From an optimization exercise on the open Yosys and OpenROAD flow, aimed at small area, a short achievable clock period and few clock cycles per item; shortcuts taken in it are not production practice. Function was checked by simulation only, so behaviour that the tests miss may differ from the original.

<file path="flow/run.sh">
#!/bin/bash
# synth_recipe.tcl (not shown) runs the flow's synth.tcl, then flattens the netlist and writes it again
# the make line also repeats each setting of config.mk as NAME=value (left out here)
make -C /OpenROAD-flow-scripts/flow DESIGN_CONFIG=/design/flow/config.mk WORK_HOME=/design/flow/orfs CLKGATE_MAP_FILE= SYNTH_SCRIPT=/design/flow/synth_recipe.tcl finish
</file>
<file path="flow/design.v">
module CLA(
	input[3:0]	in1	,
	input[3:0]	in2	,
	input		cin	,
	output		cout,
	output[3:0]	s	
);
wire[3:0]	p,g;
wire[4:0]	c_temp;
assign	p=in1^in2;
assign	g=in1&in2;
assign	c_temp[0] = cin;
assign	cout = c_temp[4];
assign	s = p^c_temp[3:0];
assign	c_temp[1] = g[0]|(p[0]&c_temp[0]);
assign	c_temp[2] = g[1]|(p[1]&(g[0]|(p[0]&c_temp[0])));
assign	c_temp[3] = g[2]|(p[2]&(g[1]|(p[1]&(g[0]|(p[0]&c_temp[0])))));
assign	c_temp[4] = g[3]|(p[3]&(g[2]|(p[2]&(g[1]|(p[1]&(g[0]|(p[0]&c_temp[0])))))));
endmodule
module CLA_64bits(
	input[63:0]		in1,
	input[63:0]		in2,
	input			cin,
	output[63:0]	res
);
	wire[16:0]	select;
	wire[16:0]	c_temp1,c_temp2;
	wire[63:0]	s_temp1,s_temp2;
	genvar	i;
	generate
		for(i=0;i<16;i=i+1)
		begin:CLA_inst
			if(i==0)begin
				CLA CLA_0(
					.in1	(in1[3:0]),
					.in2	(in2[3:0]),
					.cin	(cin),
					.cout	(select[1]),
					.s	    (s_temp1[3:0])
				);
				assign	res[3:0] = s_temp1[3:0];
			end
			else begin
				CLA CLA_c0(
					.in1	(in1[4*i+3:4*i]),
					.in2	(in2[4*i+3:4*i]),
					.cin	(1'b0),
					.cout	(c_temp1[i+1]),
					.s	    (s_temp1[4*i+3:4*i])
				);
				CLA CLA_c1(
					.in1	(in1[4*i+3:4*i]),
					.in2	(in2[4*i+3:4*i]),
					.cin	(1'b1),
					.cout	(c_temp2[i+1]),
					.s	    (s_temp2[4*i+3:4*i])
				);
				assign	select[i+1]  = select[i]?c_temp2[i+1]:c_temp1[i+1];
				assign	res[4*i+3:4*i] = select[i]?s_temp2[4*i+3:4*i]:s_temp1[4*i+3:4*i];
			end
		end
	endgenerate
endmodule
module compressor4_2(
	input	i1		,
	input	i2		,
	input	i3		,
	input	i4		,
	input	cin		,
	output	cout	,
	output  C		,
	output	S
);
  wire s_temp = i1^i2^i3^i4;
  assign S  = cin^s_temp;
  assign cout = (i1|i2) & (i3|i4);
  assign C  = (cin&s_temp) | ~(s_temp | ~((i1&i2) | (i3&i4)));
endmodule
module	pp_compressor4_2(
	input[63:0]		i1	,
	input[63:0]		i2	,
	input[63:0]		i3	,
	input[63:0]		i4	,
	output[63:0]	C	,
	output[63:0]	S	
);
	wire[63:0]	C_comb;
	wire[63:0]	S_comb;
	wire[64:0]	c_temp_append;
	assign	c_temp_append[0] = 1'b0;
	genvar i;
	generate
	for(i=0;i<64;i=i+1)
		begin:compressor4_2_inst
			compressor4_2 u_compressor4_2(
				.i1		(i1[i]),
				.i2		(i2[i]),
				.i3		(i3[i]),
				.i4		(i4[i]),
				.cin	(c_temp_append[i]),
				.cout	(c_temp_append[i+1]),
				.C		(C_comb[i]),
				.S      (S_comb[i])
			);
		end
	endgenerate
	assign	C = {C_comb,1'b0};
	assign	S = S_comb;
endmodule
module booth_ctrl(
	input [32:0]		A,
	output[16:0]        set0,
	output[16:0]        inv,
	output[16:0]    	X2
);
	wire[34:0]	ext_data = {1'b0,A,1'b0}; 
	wire[2:0]	code[16:0];
	genvar	i;
	generate
		for(i=0;i<=16;i=i+1)
		begin:encoder
			assign code[i] = ext_data[2*i+2:2*i];
		end
	endgenerate
	genvar j;
	generate
		for(j=0;j<=16;j=j+1)
		begin:ctrl_signal
			assign	set0[j] = (code[j]==3'b000)|(code[j]==3'b111);
			assign	inv[j]	= (((~code[j][0])|(~code[j][1]))&(code[j][2])); 
			assign	X2[j]   = (code[j]==3'b011)|(code[j]==3'b100);
		end
	endgenerate
endmodule
module pp_generator(
	input 			   clk	,
	input			   rst_n,
	input [32:0]	   data_i,
	input [16:0]       set0	,	
	input [16:0]       inv	,	
	input [16:0]       X2	,
	input			valid_i,
	output			ready_o,
	input			ready_i,
	output			valid_o,
	output reg[63:0]       pp0	,
	output reg[63:0]       pp1	,
	output reg[63:0]       pp2	,
	output reg[63:0]       pp3	,
	output reg[63:0]       pp4	,
	output reg[63:0]       pp5	,
	output reg[63:0]       pp6	,
	output reg[63:0]       pp7	,
	output reg[63:0]       pp8	,
	output reg[63:0]       pp9	,
	output reg[63:0]       pp10	,
	output reg[63:0]       pp11	,
	output reg[63:0]       pp12	,
	output reg[63:0]       pp13	,
	output reg[63:0]       pp14	,
	output reg[63:0]       pp15	,
	output reg[63:0]	   pp16
);
	assign		ready_o = ready_i;
	reg			valid_r;
	always @(posedge clk or negedge rst_n) begin
		if(!rst_n)begin
			valid_r<=1'b0;
		end
		else if(ready_o)begin
			valid_r<=valid_i;
		end
	end
	wire[63:0]  pp_temp[16:0];
	wire[33:0]  data;
	assign	data = {data_i[32],data_i};
	genvar	i;
	generate
		for(i=0;i<=16;i=i+1)
		begin:pp_gen
			assign pp_temp[i] = {64{((~set0[i])&(~inv[i])&(~X2[i]))}}&({{30{data[33]}},data})
							|   {64{((inv[i])&(~X2[i]))}}&((~({{30{data[33]}},data}))+64'b1)
							|   {64{((~inv[i])&(X2[i]))}}&({{30{data[33]}},data<<1})
							|	{64{((inv[i])&(X2[i]))}}&((~({{30{data[33]}},data<<1}))+64'b1)
							|   {64{(set0[i])}}&(64'b0)
							;
		end
	endgenerate
	always@(posedge clk or negedge rst_n)begin
		if(!rst_n)begin
			{pp0,pp1,pp2,pp3,pp4,pp5,pp6,pp7,pp8,pp9,pp10,pp11,pp12,pp13,pp14,pp15,pp16} <= 'b0;
		end
		else if(ready_o&valid_i)begin
			pp0	 <= pp_temp[0];
			pp1	 <= {pp_temp[1]<<2};
			pp2	 <= {pp_temp[2]<<4};
			pp3	 <= {pp_temp[3]<<6};
			pp4	 <= {pp_temp[4]<<8};
			pp5	 <= {pp_temp[5]<<10};
			pp6	 <= {pp_temp[6]<<12};
			pp7	 <= {pp_temp[7]<<14};
			pp8	 <= {pp_temp[8]<<16};
			pp9	 <= {pp_temp[9]<<18};
			pp10 <= {pp_temp[10]<<20};	
			pp11 <= {pp_temp[11]<<22};	
			pp12 <= {pp_temp[12]<<24};	
			pp13 <= {pp_temp[13]<<26};	
			pp14 <= {pp_temp[14]<<28};	
			pp15 <= {pp_temp[15]<<30};
			pp16 <= {pp_temp[16]<<32};			
		end
	end
	assign		valid_o	= valid_r;
endmodule
module booth_multiplier(
	input			clk,
	input			rst_n,
	input [32:0]	data1,
	input [32:0]	data2,
	input			valid_i,
	output			ready_o,
	input			ready_i,
	output			valid_o,
	output [63:0] 	res
);
	wire[16:0]        set0; 
	wire[16:0]        inv; 
	wire[16:0]    	  X2; 
	wire[63:0]	pp0	;		
	wire[63:0]	pp1	;		
	wire[63:0]	pp2	;		
	wire[63:0]	pp3	;		
	wire[63:0]	pp4	;		
	wire[63:0]	pp5	;		
	wire[63:0]	pp6	;		
	wire[63:0]	pp7	;		
	wire[63:0]	pp8	;		
	wire[63:0]	pp9	;		
	wire[63:0]	pp10;		
	wire[63:0]	pp11;		
	wire[63:0]	pp12;		
	wire[63:0]	pp13;		
	wire[63:0]	pp14;		
	wire[63:0]	pp15;	
	wire[63:0]	pp16;	
booth_ctrl u_booth_ctrl(
	.A		(data2),
	.set0	(set0),
	.inv	(inv),
	.X2     (X2)
);
wire		ready_r1,valid_r1;
pp_generator u_pp_generator(
	.clk	(clk),
	.rst_n	(rst_n),
	.data_i	(data1),
	.valid_i(valid_i),
	.ready_o(ready_o),
	.ready_i(ready_i),
	.valid_o(valid_o),
	.set0	(set0),	
	.inv	(inv),	
	.X2		(X2),
	.pp0	(pp0),
	.pp1	(pp1),
	.pp2	(pp2),
	.pp3	(pp3),
	.pp4	(pp4),
	.pp5	(pp5),
	.pp6	(pp6),
	.pp7	(pp7),
	.pp8	(pp8),
	.pp9	(pp9),
	.pp10	(pp10),
	.pp11	(pp11),
	.pp12	(pp12),
	.pp13	(pp13),
	.pp14	(pp14),
	.pp15	(pp15),
	.pp16	(pp16)
);
	wire[63:0]	c0_stage1,c1_stage1,c2_stage1,c3_stage1;
	wire[63:0]	s0_stage1,s1_stage1,s2_stage1,s3_stage1;
pp_compressor4_2 pp_compressor4_2_s10(
	.i1	(pp0),
	.i2	(pp1),
	.i3	(pp2),
	.i4	(pp3),
	.C	(c0_stage1),
	.S	(s0_stage1)
);
pp_compressor4_2 pp_compressor4_2_s11(
	.i1	(pp4),
	.i2	(pp5),
	.i3	(pp6),
	.i4	(pp7),
	.C	(c1_stage1),
	.S	(s1_stage1)
);
pp_compressor4_2 pp_compressor4_2_s12(
	.i1	(pp8),
	.i2	(pp9),
	.i3	(pp10),
	.i4	(pp11),
	.C	(c2_stage1),
	.S	(s2_stage1)
);
pp_compressor4_2 pp_compressor4_2_s13(
	.i1	(pp12),
	.i2	(pp13),
	.i3	(pp14),
	.i4	(pp15),
	.C	(c3_stage1),
	.S	(s3_stage1)
);
	wire[63:0]	c0_stage2,c1_stage2;
	wire[63:0]	s0_stage2,s1_stage2;
pp_compressor4_2 pp_compressor4_2_s20(
	.i1	(c0_stage1),
	.i2	(s0_stage1),
	.i3	(c1_stage1),
	.i4	(s1_stage1),
	.C	(c0_stage2),
	.S	(s0_stage2)
);
pp_compressor4_2 pp_compressor4_2_s21(
	.i1	(c2_stage1),
	.i2	(s2_stage1),
	.i3	(c3_stage1),
	.i4	(s3_stage1),
	.C	(c1_stage2),
	.S	(s1_stage2)
);
	wire[63:0]	c0_stage3;
	wire[63:0]	s0_stage3;
	wire[63:0]	CLA_res;
pp_compressor4_2 pp_compressor4_2_s3(
	.i1	(c0_stage2),
	.i2	(s0_stage2),
	.i3	(c1_stage2),
	.i4	(s1_stage2),
	.C	(c0_stage3),
	.S	(s0_stage3)
);
CLA_64bits CLA_64bits_s4(
	.in1(c0_stage3),
	.in2(s0_stage3),
	.cin(1'b0),
	.res(CLA_res)
);
	assign res = CLA_res+pp16;
endmodule
</file>
<file path="flow/constraint.sdc">
create_clock -name core_clock -period 32.0 [get_ports {clk}]
set_input_delay 6.4000 -clock core_clock [delete_from_list [all_inputs] [get_ports {clk}]]
set_output_delay 6.4000 -clock core_clock [all_outputs]
set_load 0.01 [all_outputs]
</file>
<file path="flow/config.mk">
export PLATFORM = sky130hd
export DESIGN_NAME = booth_multiplier
export DESIGN_NICKNAME = booth_multiplier
export VERILOG_FILES = /design/flow/design.v
export SDC_FILE = /design/flow/constraint.sdc
export NUM_CORES = 4
export LEC_CHECK = 0
export CAP_MARGIN = 20
export CELL_PAD_IN_SITES_DETAIL_PLACEMENT = 2
export CELL_PAD_IN_SITES_GLOBAL_PLACEMENT = 2
export CORE_MARGIN = 2
export CORE_UTILIZATION = 30
export PLACE_DENSITY = 0.5
export SLEW_MARGIN = 20
</file>
==> flow_metrics.tcl <==
set metrics [dict create \
    status "no timing/DRC/antenna violations" \
    cts_tree "yes" \
    setup_violations 0 \
    maxSlewHeadroom_pct 13.6 \
    final_hold_viol_count 0 \
    maxCapViolCount 0 \
    via_count 80477 \
    synth_nets 10859 \
    dr.pass1.iters 5 \
    synth_common_cells "nor2_1 (986), a21oi_1 (829), inv_1 (828)" \
    grt_antenna_before_repair 46 \
    cts_sinks 817 \
    syn_to_final_growth_pct 11.6 \
    htree_levels 4 \
    tns_ns 0 \
    die_h_microns 528 \
    drt_wl_total_mm 447 \
    insertion_delay_ns 0.80 \
    grt_pass1_vias 83958 \
    synth_ff_type "dfrtp_1" \
    final_cells 13422 \
    slowest_stage "fa_1" \
    post_cts_resized 0 \
    yosys.area.top_type "dfrtp_1" \
    drv_slew 0 \
    die_w_microns 528 \
    crit_top_cell "a21oi_1" \
    fin_util_pct 33.6 \
    remaining_drc_errors 0 \
    synth_seq_cells 817 \
    netlist_instances 9995 \
    cts-root-buf "clkbuf_16" \
    reg2reg_setup_slack_ns 30.94 \
    drive_gt1_share_pct 9.22 \
    grt_max_degree 164 \
    cts_hold_buffers 0 \
    clock_skew_ns 0 \
    synth.most_common_cell "nor2_1" \
    drtIter0Drc 6952 \
    fin_nets 10588 \
    core_sq_um 273000 \
    ant_nets 0 \
    design_area_sq_um 91900 \
    grt_overflow 0 \
    worst_pin_slew_ns 1.29 \
    rsz0062_at_grt "no" \
    dieArea_sq_um 279000 \
    cts_setup_buffers 0 \
    start_util_pct 30.1 \
    synthArstFlopShare_pct 100 \
    syn-cell-area_sq_um 82400 \
    critPathBufInv 11 \
    path_class "register to output pin" \
    ios 136 \
    place_congestion 0.872 \
    fmax_ghz 0.0341 \
    synthTopCellsByArea "dfrtp_1 (25%), ha_1 (12%), xnor2_1 (7.7%), a221oi_1 (5.3%), a21oi_1 (5.0%)" \
    placed_cell_area_sq_um 87500 \
    track_usage_pct 31.4 \
    post_drt_wl_per_cell_microns 33.3 \
    seq_area_frac_synth_pct 24.8 \
    worst-path-max-fanout 3 \
    placed_cells 13172 \
    rows 192 \
    clockBufferDepth 4 \
    period_share_pct 91.7 \
    worstPathRequired_ns 25.60 \
    hp-class "register to register" \
    end_kind "output pin" \
    cpPeakStageDelay_ns 0.57 \
    dp_hpwl_mm 314 \
    start_kind "register" \
    cts.clk_slew.worst_paths_ns 0.06 \
    grt_pass1_wl_mm 635 \
    yosys_warnings 2 \
    cp.arrival_ns 22.93 \
    synth_edf_count 0 \
    drt-vias-per-instance 6.00 \
    synth_cell_types 94 \
    synth.top_cell.area_share_pct 24.8 \
    cts_buffers 138 \
    fin_crit_ns 29.33 \
    numPortBuffers 135 \
    syn_avg_cell_area_sq_um 8.24 \
    crit_family "adder cells" \
]
[cell families (layout without fill, tap and decap cells)]
kind of cell    after synthesis  count (layout)  synth area share [%]
xor+xnor                   1184            1184                  12.8
flops                       817             817                  24.8
simple gates               2343            2343                  14.0
other cells                   0              23                     0
compound gates             2920            2920                  24.8
fa+ha+maj                   794             794                  12.2
mux                         297             297                  3.77
buf+inv                    1640            1455                  7.64
[registers in the layout, summed over array words and instances, names as in the netlist]
signal,cells
u_pp_generator.pp0,64
u_pp_generator.pp1,62
u_pp_generator.pp10,44
u_pp_generator.pp11,42
u_pp_generator.pp12,40
u_pp_generator.pp13,38
u_pp_generator.pp14,36
u_pp_generator.pp15,34
u_pp_generator.pp16,32
u_pp_generator.pp2,60
u_pp_generator.pp3,58
u_pp_generator.pp4,56
u_pp_generator.pp5,54
u_pp_generator.pp6,52
u_pp_generator.pp7,50
u_pp_generator.pp8,48
u_pp_generator.pp9,46
u_pp_generator.valid_r,1
[metrics by stage]
stage	hold slack [ns]	setup WS [ns]
6_report	0.474	2.67
2_1_floorplan	0.440	7.96
4_1_cts	0.478	2.41
3_5_place_dp	0.465	3.41
3_3_place_gp	0.451	3.55
5_1_grt	0.511	0.900
[layout by cell type, fill, tap and decap left out, types with 101 or more instances in the layout]
cell type | synthesis | final
a22oi_1 | 122 | 122
xnor2_1 | 726 | 707
buf_4 | 10 | 262
nand2_1 | 391 | 383
o21ai_0 | 335 | 335
ha_1 | 777 | 775
nor3_1 | 126 | 123
nor4b_1 | 106 | 106
dfrtp_1 | 817 | 817
a21oi_1 | 829 | 829
a221o_1 | 128 | 128
nor2b_1 | 179 | 175
mux2i_1 | 191 | 191
inv_1 | 828 | 828
clkbuf_16 | 0 | 145
a221oi_1 | 503 | 503
xor2_1 | 442 | 437
a211oi_1 | 144 | 141
nor2_1 | 986 | 958
a21o_1 | 101 | 101
o21a_1 | 167 | 167
mux2_2 | 106 | 106
[area by class of cell]
class	count	area (sq um)
fillers	30691	181000
multi-input cells	7538	56300
flip-flops and latches	817	20400
well taps	3589	4490
clock buffers	203	4120
repair buffers	399	3230
inverters	830	3120
clock inverters	23	229
diodes	23	57.6
[tightest hold or removal path: stages (launching register included)]
cell and delay (ns):
dfrtp_1 0.34, nand2_1 0.05, nand2_1 0.05
[worst paths after layout]
| check | start | end | cells past startpoint |
|---|---|---|---|
| min in group asynchronous | rst_n | u_pp_generator.pp0[4] | 1 |
| hold reg to reg | u_pp_generator.pp0[0] | u_pp_generator.pp0[0] | 2 |
| hold / removal | u_pp_generator.pp0[0] | u_pp_generator.pp0[0] | 2 |
| setup / recovery | u_pp_generator.pp0[5] | res[63] | 86 |
| max in group asynchronous | rst_n | u_pp_generator.pp11[41] | 5 |
| setup reg to reg | u_pp_generator.pp15[33] | u_pp_generator.pp15[33] | 2 |
[layer usage]
metal,track usage (%),wire length (microns),vias up
met5,0.554,267,-
met4,10.2,15400,14
met3,5.80,33000,639
met2,48.1,194000,2817
met1,43.9,205000,42177
li1,-,-,34830
Testbench counts, summed over its fixed seeds: cycles 2,056, items 2,048.

static timing again, ports no longer ideal:
No port has a modelled driver above. Below, the same layout with a new extraction and two added sets of constraints.
Step 1 (the two cells are an assumption about what drives the block):
set clk [get_ports {clk}]
set_driving_cell -lib_cell sky130_fd_sc_hd__clkbuf_16 $clk
set_driving_cell -lib_cell sky130_fd_sc_hd__buf_2 [delete_from_list [all_inputs] $clk]
Step 2 also shifts input and output timing later by t, the mid clock arrival at the registers, as if the neighbouring blocks saw the same clock.
Three values: ideal ports, drivers, drivers and shift; two values: the first two.
shift t [ns]: 0.919
setup slack, ns: 2.666 / 2.566 / 3.485
hold WS [ns]: 0.474 / 0.474 / 0.474
clock arrival spread, ns: 0.065 / 0.065
After both steps this run still meets setup and hold. The setup slack of this run moves by -0.100 ns with the drivers and by +0.819 ns with both steps.
